Context: an optimization exercise on an open-source flow, tuned for small area, a short achievable clock period and few clock cycles. The choices shown serve that exercise and are no tape-out recipe.
In this exercise RTL edits were held to simulation tests only and were not proved equivalent to the original.
Power and IR drop assume default switching activity.

main:
==> flow/design.v (excerpt) <==
module auv_top (
    input   logic           clk, rst_n,
    output  logic   [11:0]  imem_adr,
    input   logic   [31:0]  imem_dat,
    output  logic   [23:0]  wb_adr_o,
    input   logic   [15:0]  wb_dat_i,
    output  logic   [15:0]  wb_dat_o,
    output  logic   [ 1:0]  wb_sel_o,
    output  logic           wb_we_o, wb_stb_o, wb_cyc_o,
    input   logic           wb_ack_i, wb_stall_i
);
For scale: ~5,200 cells after synthesis, roughly 770 flip-flops, roughly 110 I/O pins, roughly 0.050 mm² of cells after synthesis.
export LEC_CHECK = 0
export CAP_MARGIN = 20
export CORE_MARGIN = 2
export CORE_UTILIZATION = 55
export CTS_BUF_LIST = sky130_fd_sc_hd__clkbuf_4 sky130_fd_sc_hd__clkbuf_8
export PLACE_DENSITY = 0.7
export SLEW_MARGIN = 20
create_clock -name core_clock -period 12.0 [get_ports {clk}]
standard.sh (not shown) runs the stock make flow with config.mk's settings and CLKGATE_MAP_FILE= SYNTH_SCRIPT=/design/flow/synth_recipe.tcl, a recipe that flattens the netlist after the stock synthesis.
==> flow/flow/run.sh <==
#!/bin/bash
# Layout: the standard flow (standard.sh, unchanged synthesis), with
#  - every input and output port still buffered, by buf_4 cells instead of
#    the slow delay buffers the flow picks by default.
# Constraints are the standard flow's own.
set -euo pipefail
bash standard.sh SETUP_SLACK_MARGIN=8 TNS_END_PERCENT=0 \
    "BUFFER_PORTS_ARGS=-buffer_cell sky130_fd_sc_hd__buf_4" finish > standard.log 2>&1
main reached the final stage; the timing, DRC and antenna checks on its layout passed.
Testbench counts of main, summed over its fixed seeds: cycles 133,081.
For the feature branch, these inputs were changed with respect to main:
Settings: PLACE_DENSITY no longer set, was 0.7; CORE_UTILIZATION now 40, was 55.
==> comparison <==
[compare] base=main new=the feature branch: setup slack went up 79 ps; clock network fraction of total power has decreased; final cell count went up; number of non-clock inverters saw an increase. From the feature branch to main, simple-gate share of the synthesized area did not move at all. Of the feature branch and main, main shows the lower share of layout cells above drive strength 1, with the feature branch above it. [the feature branch] power rose about 0.6% relative to main. Taking main as the reference, in the feature branch design area went up, post-route worst hold slack went up, routed wire length went up.

========
auv_top, a different RTL version from the one above (not shown whole).
Size: roughly 4500 cells after synthesis, roughly 800 flip-flops, roughly 49000 um^2 of cells after synthesis.
==> flow/config.mk <==
export PLATFORM = sky130hd
export DESIGN_NAME = auv_top
export DESIGN_NICKNAME = auv_top
export VERILOG_FILES = /design/flow/design.v
export SDC_FILE = /design/flow/constraint.sdc
export NUM_CORES = 4
export LEC_CHECK = 0
export CAP_MARGIN = 20
export CORE_MARGIN = 2
export CORE_UTILIZATION = 40
export CTS_BUF_LIST = sky130_fd_sc_hd__clkbuf_4 sky130_fd_sc_hd__clkbuf_8
export SLEW_MARGIN = 20
==> flow/constraint.sdc <==
create_clock -name core_clock -period 12.0 [get_ports {clk}]
set_input_delay 2.4000 -clock core_clock [delete_from_list [all_inputs] [get_ports {clk}]]
set_output_delay 2.4000 -clock core_clock [all_outputs]
set_load 0.01 [all_outputs]
==> flow/flow/run.sh <==
#!/bin/bash
set -euo pipefail
bash standard.sh SETUP_SLACK_MARGIN=8 TNS_END_PERCENT=5 finish > standard.log 2>&1
The first run passed the timing, DRC and antenna checks.
Testbench counts at the start, summed over its fixed seeds: cycles 133,081.
Then changed:
==> flow/flow/run.sh (replaced) <==
#!/bin/bash
set -euo pipefail
bash standard.sh SETUP_SLACK_MARGIN=8 TNS_END_PERCENT=0 finish > standard.log 2>&1
- CTS_BUF_LIST: sky130_fd_sc_hd__clkbuf_4 sky130_fd_sc_hd__clkbuf_8 -> unset
- cell count fell by 3.1%
- design area fell by 4.9%
- routed wire length fell by 5.5%
- clock skew fell by 0.0083 ns
- power hardly moves
Then changed:
- CTS_BUF_LIST: unset -> sky130_fd_sc_hd__clkbuf_4 sky130_fd_sc_hd__clkbuf_8
After rerunning: Global-route usage increases by 0.63 points; power stays flat; combinational power came out higher by about 2%; via count came out higher by 0.77%; first-iteration DRC count goes down by 5.7%; wire length went up by 1.7%; sequential power is about the same.

========
Setup of the previous run:
Another version of the RTL of auv_top (not shown whole).
Size: ~5300 cells after synthesis, roughly 780 flip-flops, roughly 110 I/O pins, about 0.051 mm² of cells after synthesis.
Settings: LEC_CHECK=0, CAP_MARGIN=20, CORE_MARGIN=2, CORE_UTILIZATION=40, CTS_BUF_LIST=sky130_fd_sc_hd__clkbuf_4 sky130_fd_sc_hd__clkbuf_8, SLEW_MARGIN=20; clock period 12.0 ns.
==> flow/flow/run.sh <==
#!/bin/bash
# Layout: the standard flow (standard.sh, unchanged synthesis), with
#  - every input and output port still buffered, by buf_4 cells instead of
#    the slow delay buffers the flow picks by default.
# Constraints are the standard flow's own.
set -euo pipefail
bash standard.sh SETUP_SLACK_MARGIN=8 TNS_END_PERCENT=0 \
    "BUFFER_PORTS_ARGS=-buffer_cell sky130_fd_sc_hd__buf_4" finish > standard.log 2>&1
Testbench counts of the previous run, summed over its fixed seeds: cycles 131,426.
Changes in the current run relative to the previous run:
==> flow/flow/run.sh <==
#!/bin/bash
set -euo pipefail
bash standard.sh SETUP_SLACK_MARGIN=8 TNS_END_PERCENT=0 finish > standard.log 2>&1
Results
Instance count on the critical path, the current run and the previous run: lower on the current run
The current run vs. the previous run: via total after detailed routing went up by 509.
The lower power came out of the current run.
Against the previous run, the current run comes in 3.9% higher on wire length on met3.
The current run reports a lower critical path required time than the previous run does.
For the previous run, the critical path class was flip-flop to flip-flop, unlike the current run, where it was input port to flip-flop.
Looking at stage delay of the slowest cell on the critical path, the current run sits 0.16 ns below the previous run.
The current run ends up with a placement-stage cell area that is 350 µm² higher than in the previous run.
Final cell area: the current run above the previous run

==> separate check: timing with driven ports <==
How much do the figures lean on ideal ports? The routed layouts below were timed once more, with nothing changed but the port constraints.
Step 1: set_driving_cell puts a clkbuf_16 on clk and a buf_2 on each other input, an assumption about the parent block.
Step 2 moves the port delays by t, midway between the first and last clock arrival at a register: inputs arrive t later, outputs are due t later. That takes back most of the time a late clock gives input paths.
a / b / c = ideal / step 1 / step 2; a / b = the first two.
| run | shift t [ns] | setup slack, ns | slew at the worst register clock pin (ns) | worst slew at a driven data input, ns | cell pins on the clock port's net |
|---|---|---|---|---|---|
| main | 0.887 | 7.130 / 7.130 / 6.365 | 0.07 / 0.07 | 0.05 | 1 |
| the feature branch | 0.927 | 7.209 / 7.209 / 6.416 | 0.07 / 0.07 | 0.15 | 1 |
| the first run of note 2 | 0.940 | 7.330 / 7.351 / 6.411 | 0.07 / 0.07 | 0.07 | 1 |
| the second run of note 2 | 0.762 | 7.224 / 7.252 / 6.511 | 0.07 / 0.07 | 0.13 | 1 |
| the third run of note 2 | 0.935 | 7.315 / 7.315 / 6.457 | 0.07 / 0.07 | 0.14 | 1 |
| the previous run | 0.961 | 7.251 / 7.251 / 6.417 | 0.09 / 0.09 | 0.12 | 1 |
| the current run | 0.932 | 7.247 / 7.265 / 6.367 | 0.09 / 0.09 | 0.05 | 1 |
After both steps every run listed still meets setup and hold. The setup slack of the first run of note 2, which loses most, moves by +0.021 ns with the drivers and by -0.919 ns with both steps.
